This design comes from an exercise in tuning for small area and a short achievable clock period on the open sky130 flow, not from production work.
In this exercise RTL edits were held to simulation tests only and were not proved equivalent to the original.
Power and IR drop assume default switching activity.

==> flow/design.v (excerpt) <==
module simd_alu_top (
    input  logic         clk,
    input  logic         rst,
    input  logic         overwriteFlags,
    input  logic [2:0]   pcWrEn,
    input  logic [2:0]   ExecuteOp,
    input  logic [127:0] vect1,
    input  logic [127:0] vect2,
    output logic [127:0] vectOut,
    output logic         pcWrEnOut
);
Size in the first run: roughly 390 I/O pins, roughly 0.080 mm^2 of cells after synthesis.
Settings: LEC_CHECK=0, CAP_MARGIN=20, CELL_PAD_IN_SITES_DETAIL_PLACEMENT=2, CELL_PAD_IN_SITES_GLOBAL_PLACEMENT=4, CORE_MARGIN=2, CORE_UTILIZATION=30, SLEW_MARGIN=20; clock period 12.0 ns.
standard.sh (not shown) runs the stock make flow with config.mk's settings and CLKGATE_MAP_FILE= SYNTH_SCRIPT=/design/flow/synth_recipe.tcl, a recipe that flattens the netlist after the stock synthesis.
==> flow/flow/run.sh <==
#!/bin/bash
# Standard layout, with one netlist clean-up between synthesis and floorplan:
# flow/fixinv.py removes the inverters that Yosys's full-adder extraction
# leaves between full adders (a full adder is self-dual, so flipping the
# polarity of some adders cancels them). Registers are not touched.
# Every port is buffered as in the standard flow, with the library's smallest
# buffer (buf_1) rather than buffer_ports' default pick.
# Timing repair aims at a setup slack of $MARGIN ns at the design's clock.
set -euo pipefail
MARGIN=6.75
RES=orfs/results/$FLOW_PLATFORM/simd_alu_top/base
bash standard.sh synth > synth.log 2>&1
python3 flow/fixinv.py $RES/1_2_yosys.v $RES/1_2_yosys.fixinv.v > fixinv.log 2>&1
cp $RES/1_2_yosys.v $RES/1_2_yosys.orig.v
mv $RES/1_2_yosys.fixinv.v $RES/1_2_yosys.v
rm -f $RES/1_synth.odb $RES/1_synth.sdc
bash standard.sh SETUP_SLACK_MARGIN=$MARGIN "BUFFER_PORTS_ARGS=-buffer_cell sky130_fd_sc_hd__buf_1" finish > layout.log 2>&1
==> flow/flow/fixinv.py <==
#!/usr/bin/env python3
"""Removes inverters between full adders in a flat sky130 netlist written by Yosys.

A full adder is self-dual: FA(~a, ~b, ~c) = (~cout, ~sum). Each fa cell may
therefore be "flipped" (its outputs then carry the complements of their
values, and its inputs must be fed complemented) without changing the
circuit. This picks flips greedily to minimise the number of nets that need
an inverted copy, then rewrites the netlist with one inverter per such net.

usage: fixinv.py IN.v OUT.v"""
import re
import sys

INV = re.compile(r"sky130_fd_sc_hd__(clk)?inv_\d+$")
FA = re.compile(r"sky130_fd_sc_hd__fa_\d+$")
OUT_PINS = {"X", "Y", "Q", "Q_N", "SUM", "COUT", "HI", "LO"}

src = open(sys.argv[1]).read()
m = re.search(r"^module\s+(\S+)\s*\((.*?)\);", src, re.S | re.M)
head_end = src.index(";", m.end() - 1) + 1
end = src.rindex("endmodule")
body = re.sub(r"\(\*.*?\*\)", "", src[head_end:end], flags=re.S)

# split the body into statements
stmts = [s.strip() for s in re.split(r";\s*\n", body) if s.strip()]
cells = []          # [type, name, [(pin, net)]]
others = []         # declarations and assigns, kept verbatim
ports_out = set()
cell_re = re.compile(r"^(sky130_fd_sc_hd__\w+)\s+(\S+)\s*\((.*)\)\s*$", re.S)
pin_re = re.compile(r"\.(\w+)\(\s*((?:\\\S+\s)|[^()]*?)\s*\)")
for s in stmts:
    s2 = s.rstrip(";").strip()
    cm = cell_re.match(s2)
    if cm:
        pins = [(p, n.strip()) for p, n in pin_re.findall(cm.group(3))]
        cells.append([cm.group(1), cm.group(2), pins])
    else:
        others.append(s2)
        om = re.match(r"output\s+(?:\[(\d+):(\d+)\]\s+)?(\S+)", s2)
        if om:
            if om.group(1):
                hi, lo = int(om.group(1)), int(om.group(2))
                for i in range(min(hi, lo), max(hi, lo) + 1):
                    ports_out.add(f"{om.group(3)}[{i}]")
            else:
                ports_out.add(om.group(3))
# nets used by assign statements count as fixed loads/drivers: keep them untouched
assign_nets = set()
for s in others:
    if s.startswith("assign"):
        for tok in re.findall(r"\\\S+|[A-Za-z_][\w$]*(?:\[\d+\])?", s[6:]):
            assign_nets.add(tok)

# inverters we may remove: output not a port and not used by an assign
inv_of = {}
removable = set()
for i, (t, name, pins) in enumerate(cells):
    if INV.match(t):
        d = dict(pins)
        y, a = d.get("Y"), d.get("A")
        if y and a and y not in ports_out and y not in assign_nets and a not in assign_nets:
            inv_of[y] = a
            removable.add(i)

def lit(net):
    pol = 0
    seen = 0
    while net in inv_of and seen < 100:
        net = inv_of[net]
        pol ^= 1
        seen += 1
    return net, pol

driver_fa = {}      # base net -> fa cell index
fa_ids = []
for i, (t, name, pins) in enumerate(cells):
    if FA.match(t):
        fa_ids.append(i)
        for p, n in pins:
            if p in ("SUM", "COUT"):
                driver_fa[n] = i

# loads: (cell index, pin, base, pol)
loads = []
for i, (t, name, pins) in enumerate(cells):
    if i in removable:
        continue
    for p, n in pins:
        if p in OUT_PINS:
            continue
        b, pol = lit(n)
        loads.append((i, p, b, pol))

x = {i: 0 for i in fa_ids}
loads_by_net = {}
for k, (i, p, b, pol) in enumerate(loads):
    loads_by_net.setdefault(b, []).append(k)
nets_of_fa = {i: set() for i in fa_ids}
for k, (i, p, b, pol) in enumerate(loads):
    if i in x:
        nets_of_fa[i].add(b)
for b, i in driver_fa.items():
    nets_of_fa[i].add(b)

def need_inv(k):
    i, p, b, pol = loads[k]
    par = pol ^ x.get(driver_fa.get(b, -1), 0)
    if i in x:
        par ^= x[i]
    return par

def net_cost(b):
    return 1 if any(need_inv(k) for k in loads_by_net.get(b, ())) else 0

def total():
    return sum(net_cost(b) for b in loads_by_net)

before = total()
improved = True
rounds = 0
while improved and rounds < 50:
    improved = False
    rounds += 1
    for f in fa_ids:
        nets = nets_of_fa[f]
        c0 = sum(net_cost(b) for b in nets)
        x[f] ^= 1
        c1 = sum(net_cost(b) for b in nets)
        if c1 < c0:
            improved = True
        else:
            x[f] ^= 1
after = total()

# rewrite
new_inv = {}
out_cells = []
for i, (t, name, pins) in enumerate(cells):
    if i in removable:
        continue
    newpins = []
    for p, n in pins:
        if p in OUT_PINS:
            newpins.append((p, n))
            continue
        b, pol = lit(n)
        par = pol ^ x.get(driver_fa.get(b, -1), 0)
        if i in x:
            par ^= x[i]
        if par:
            if b not in new_inv:
                new_inv[b] = f"fixinv_n{len(new_inv)}"
            newpins.append((p, new_inv[b]))
        else:
            newpins.append((p, b))
    out_cells.append((t, name, newpins))

lines = [src[:head_end]]
for s in others:
    lines.append("  " + s + " ;")
for b, nn in new_inv.items():
    lines.append(f"  wire {nn};")
for t, name, pins in out_cells:
    ps = ",\n".join(f"    .{p}({n}{' ' if n.startswith(chr(92)) else ''})" for p, n in pins)
    lines.append(f"  {t} {name} (\n{ps}\n  );")
for k, (b, nn) in enumerate(new_inv.items()):
    bb = b + (" " if b.startswith("\\") else "")
    lines.append(f"  sky130_fd_sc_hd__inv_1 fixinv_{k} (\n    .A({bb}),\n    .Y({nn})\n  );")
lines.append("endmodule")
open(sys.argv[2], "w").write("\n".join(lines) + "\n")
sys.stderr.write(f"fixinv: {len(fa_ids)} full adders, {sum(x.values())} flipped; "
                 f"{len(removable)} inverters removed, {len(new_inv)} inserted "
                 f"(nets needing inversion {before} -> {after})\n")
Next try:
--- a/flow/flow/run.sh
+++ b/flow/flow/run.sh
@@ -3,5 +3,6 @@
 # flow/fixinv.py removes the inverters that Yosys's full-adder extraction
 # leaves between full adders (a full adder is self-dual, so flipping the
-# polarity of some adders cancels them). Registers are not touched.
+# polarity of some adders cancels them; half adders whose inputs would both
+# need inverting become xor2 + nor2). Registers are not touched.
 # Every port is buffered as in the standard flow, with the library's smallest
 # buffer (buf_1) rather than buffer_ports' default pick.
--- a/flow/flow/fixinv.py
+++ b/flow/flow/fixinv.py
@@ -7,4 +7,6 @@
 circuit. This picks flips greedily to minimise the number of nets that need
 an inverted copy, then rewrites the netlist with one inverter per such net.
+A half adder whose two inputs would both need an inverter is instead built as
+xor2 + nor2 on the uninverted signals: HA(~a, ~b) = (a ^ b, ~(a | b)).
 
 usage: fixinv.py IN.v OUT.v"""
@@ -14,4 +16,5 @@
 INV = re.compile(r"sky130_fd_sc_hd__(clk)?inv_\d+$")
 FA = re.compile(r"sky130_fd_sc_hd__fa_\d+$")
+HA = re.compile(r"sky130_fd_sc_hd__ha_\d+$")
 OUT_PINS = {"X", "Y", "Q", "Q_N", "SUM", "COUT", "HI", "LO"}
 
@@ -93,4 +96,15 @@
 
 x = {i: 0 for i in fa_ids}
+# a half adder whose two inputs both need inverting becomes xor2 + nor2 on the
+# uninverted signals: HA(~a, ~b) = (a ^ b, ~(a | b))
+partner = {}
+ha_pins = {}
+for k, (i, p, b, pol) in enumerate(loads):
+    if HA.match(cells[i][0]) and p in ("A", "B"):
+        ha_pins.setdefault(i, {})[p] = k
+for i, d in ha_pins.items():
+    if "A" in d and "B" in d:
+        partner[d["A"]] = d["B"]
+        partner[d["B"]] = d["A"]
 loads_by_net = {}
 for k, (i, p, b, pol) in enumerate(loads):
@@ -102,10 +116,23 @@
 for b, i in driver_fa.items():
     nets_of_fa[i].add(b)
-
-def need_inv(k):
+for i in fa_ids:
+    extra = set()
+    for b in nets_of_fa[i]:
+        for k in loads_by_net.get(b, ()):
+            if k in partner:
+                extra.add(loads[partner[k]][2])
+    nets_of_fa[i] |= extra
+
+def parity(k):
     i, p, b, pol = loads[k]
     par = pol ^ x.get(driver_fa.get(b, -1), 0)
     if i in x:
         par ^= x[i]
+    return par
+
+def need_inv(k):
+    par = parity(k)
+    if par and k in partner and parity(partner[k]):
+        return 0
     return par
 
@@ -136,7 +163,22 @@
 new_inv = {}
 out_cells = []
+k_of = {}
+for k, (i, p, b, pol) in enumerate(loads):
+    k_of[(i, p)] = k
+n_ha = 0
 for i, (t, name, pins) in enumerate(cells):
     if i in removable:
         continue
+    if HA.match(t) and (i, "A") in k_of and k_of[(i, "A")] in partner:
+        ka = k_of[(i, "A")]
+        if parity(ka) and parity(partner[ka]):
+            d = dict(pins)
+            a = loads[ka][2]
+            bnet = loads[partner[ka]][2]
+            out_cells.append(("sky130_fd_sc_hd__xor2_1", f"fixha_x{n_ha}", [("A", a), ("B", bnet), ("X", d["SUM"])]))
+            if "COUT" in d:
+                out_cells.append(("sky130_fd_sc_hd__nor2_1", f"fixha_n{n_ha}", [("A", a), ("B", bnet), ("Y", d["COUT"])]))
+            n_ha += 1
+            continue
     newpins = []
     for p, n in pins:
@@ -145,7 +187,5 @@
             continue
         b, pol = lit(n)
-        par = pol ^ x.get(driver_fa.get(b, -1), 0)
-        if i in x:
-            par ^= x[i]
+        par = need_inv(k_of[(i, p)])
         if par:
             if b not in new_inv:
@@ -170,4 +210,4 @@
 open(sys.argv[2], "w").write("\n".join(lines) + "\n")
 sys.stderr.write(f"fixinv: {len(fa_ids)} full adders, {sum(x.values())} flipped; "
-                 f"{len(removable)} inverters removed, {len(new_inv)} inserted "
+                 f"{len(removable)} inverters removed, {len(new_inv)} inserted, {n_ha} half adders split "
                  f"(nets needing inversion {before} -> {after})\n")
Settings changed: CAP_MARGIN 20 to 0, CTS_BUF_LIST from default to sky130_fd_sc_hd__clkbuf_4 sky130_fd_sc_hd__clkbuf_8, CTS_CLUSTER_DIAMETER from default to 60, CTS_CLUSTER_SIZE from default to 20, SLEW_MARGIN 20 to 0.
Effect:
- final cell count decreases by about 2.7%
- wire length shrinks by about 0.9%
- sequential cell count does not change
- non-clock buffer count is lower by 76
- setup slack loses 5.7 ps
Next try:
--- a/flow/flow/run.sh
+++ b/flow/flow/run.sh
@@ -3,6 +3,5 @@
 # flow/fixinv.py removes the inverters that Yosys's full-adder extraction
 # leaves between full adders (a full adder is self-dual, so flipping the
-# polarity of some adders cancels them; half adders whose inputs would both
-# need inverting become xor2 + nor2). Registers are not touched.
+# polarity of some adders cancels them). Registers are not touched.
 # Every port is buffered as in the standard flow, with the library's smallest
 # buffer (buf_1) rather than buffer_ports' default pick.
--- a/flow/flow/fixinv.py
+++ b/flow/flow/fixinv.py
@@ -7,6 +7,4 @@
 circuit. This picks flips greedily to minimise the number of nets that need
 an inverted copy, then rewrites the netlist with one inverter per such net.
-A half adder whose two inputs would both need an inverter is instead built as
-xor2 + nor2 on the uninverted signals: HA(~a, ~b) = (a ^ b, ~(a | b)).
 
 usage: fixinv.py IN.v OUT.v"""
@@ -16,5 +14,4 @@
 INV = re.compile(r"sky130_fd_sc_hd__(clk)?inv_\d+$")
 FA = re.compile(r"sky130_fd_sc_hd__fa_\d+$")
-HA = re.compile(r"sky130_fd_sc_hd__ha_\d+$")
 OUT_PINS = {"X", "Y", "Q", "Q_N", "SUM", "COUT", "HI", "LO"}
 
@@ -96,15 +93,4 @@
 
 x = {i: 0 for i in fa_ids}
-# a half adder whose two inputs both need inverting becomes xor2 + nor2 on the
-# uninverted signals: HA(~a, ~b) = (a ^ b, ~(a | b))
-partner = {}
-ha_pins = {}
-for k, (i, p, b, pol) in enumerate(loads):
-    if HA.match(cells[i][0]) and p in ("A", "B"):
-        ha_pins.setdefault(i, {})[p] = k
-for i, d in ha_pins.items():
-    if "A" in d and "B" in d:
-        partner[d["A"]] = d["B"]
-        partner[d["B"]] = d["A"]
 loads_by_net = {}
 for k, (i, p, b, pol) in enumerate(loads):
@@ -116,23 +102,10 @@
 for b, i in driver_fa.items():
     nets_of_fa[i].add(b)
-for i in fa_ids:
-    extra = set()
-    for b in nets_of_fa[i]:
-        for k in loads_by_net.get(b, ()):
-            if k in partner:
-                extra.add(loads[partner[k]][2])
-    nets_of_fa[i] |= extra
 
-def parity(k):
+def need_inv(k):
     i, p, b, pol = loads[k]
     par = pol ^ x.get(driver_fa.get(b, -1), 0)
     if i in x:
         par ^= x[i]
-    return par
-
-def need_inv(k):
-    par = parity(k)
-    if par and k in partner and parity(partner[k]):
-        return 0
     return par
 
@@ -163,22 +136,7 @@
 new_inv = {}
 out_cells = []
-k_of = {}
-for k, (i, p, b, pol) in enumerate(loads):
-    k_of[(i, p)] = k
-n_ha = 0
 for i, (t, name, pins) in enumerate(cells):
     if i in removable:
         continue
-    if HA.match(t) and (i, "A") in k_of and k_of[(i, "A")] in partner:
-        ka = k_of[(i, "A")]
-        if parity(ka) and parity(partner[ka]):
-            d = dict(pins)
-            a = loads[ka][2]
-            bnet = loads[partner[ka]][2]
-            out_cells.append(("sky130_fd_sc_hd__xor2_1", f"fixha_x{n_ha}", [("A", a), ("B", bnet), ("X", d["SUM"])]))
-            if "COUT" in d:
-                out_cells.append(("sky130_fd_sc_hd__nor2_1", f"fixha_n{n_ha}", [("A", a), ("B", bnet), ("Y", d["COUT"])]))
-            n_ha += 1
-            continue
     newpins = []
     for p, n in pins:
@@ -187,5 +145,7 @@
             continue
         b, pol = lit(n)
-        par = need_inv(k_of[(i, p)])
+        par = pol ^ x.get(driver_fa.get(b, -1), 0)
+        if i in x:
+            par ^= x[i]
         if par:
             if b not in new_inv:
@@ -210,4 +170,4 @@
 open(sys.argv[2], "w").write("\n".join(lines) + "\n")
 sys.stderr.write(f"fixinv: {len(fa_ids)} full adders, {sum(x.values())} flipped; "
-                 f"{len(removable)} inverters removed, {len(new_inv)} inserted, {n_ha} half adders split "
+                 f"{len(removable)} inverters removed, {len(new_inv)} inserted "
                  f"(nets needing inversion {before} -> {after})\n")
Settings changed: CAP_MARGIN 0 to 20, SLEW_MARGIN 0 to 20.
=> Final area came out higher by 1.8%. Total power came out higher by about 2.4%. Wire length came out lower by about 1.4%. Worst setup slack degrades by 33 ps. Via count is about the same. Global-route usage came out lower by 1.3 points.
Next try:
--- a/flow/flow/run.sh
+++ b/flow/flow/run.sh
@@ -8,5 +8,5 @@
 # Timing repair aims at a setup slack of $MARGIN ns at the design's clock.
 set -euo pipefail
-MARGIN=6.75
+MARGIN=7.0
 RES=orfs/results/$FLOW_PLATFORM/simd_alu_top/base
 bash standard.sh synth > synth.log 2>&1
Settings changed: CTS_BUF_LIST sky130_fd_sc_hd__clkbuf_4 sky130_fd_sc_hd__clkbuf_8 to default, CTS_CLUSTER_DIAMETER 60 to default, CTS_CLUSTER_SIZE 20 to default.
Worst hold slack is worse by 15 ps.
Utilization grows by 4.4 points.
Wire length rises by 10%.

separate check: timing with driven ports:
The results above use ideal ports. As a check the final layouts listed here were re-extracted and re-timed, cells and wires unchanged.
Step 1: set_driving_cell puts a clkbuf_16 on clk and a buf_2 on each other input, an assumption about the parent block.
Step 2 times the ports against the registers' clock, not the clock port: input delays grow and output delays shrink by t, the midpoint of the rising clock arrivals with the driver on.
Three values: ideal, step 1, step 2; two values: the first two.
| run | t, ns | slack for setup (ns) | hold slack, ns | latest minus earliest clock arrival (ns) | worst register clock-pin slew, ns |
|---|---|---|---|---|---|
| the first run | 0.940 | 6.757 / 6.524 / 5.585 | 0.327 / 0.327 / 0.327 | 0.113 / 0.113 | 0.08 / 0.08 |
| the second run | 1.120 | 6.751 / 6.513 / 5.393 | 0.328 / 0.328 / 0.328 | 0.082 / 0.082 | 0.09 / 0.09 |
| the third run | 1.125 | 6.718 / 6.691 / 5.566 | 0.337 / 0.337 / 0.337 | 0.119 / 0.118 | 0.10 / 0.10 |
| the fourth run | 0.887 | 6.732 / 6.599 / 5.713 | 0.322 / 0.322 / 0.322 | 0.052 / 0.051 | 0.08 / 0.08 |
After both steps every run listed still meets setup and hold. The setup slack of the second run, which loses most, moves by -0.238 ns with the drivers and by -1.358 ns with both steps.
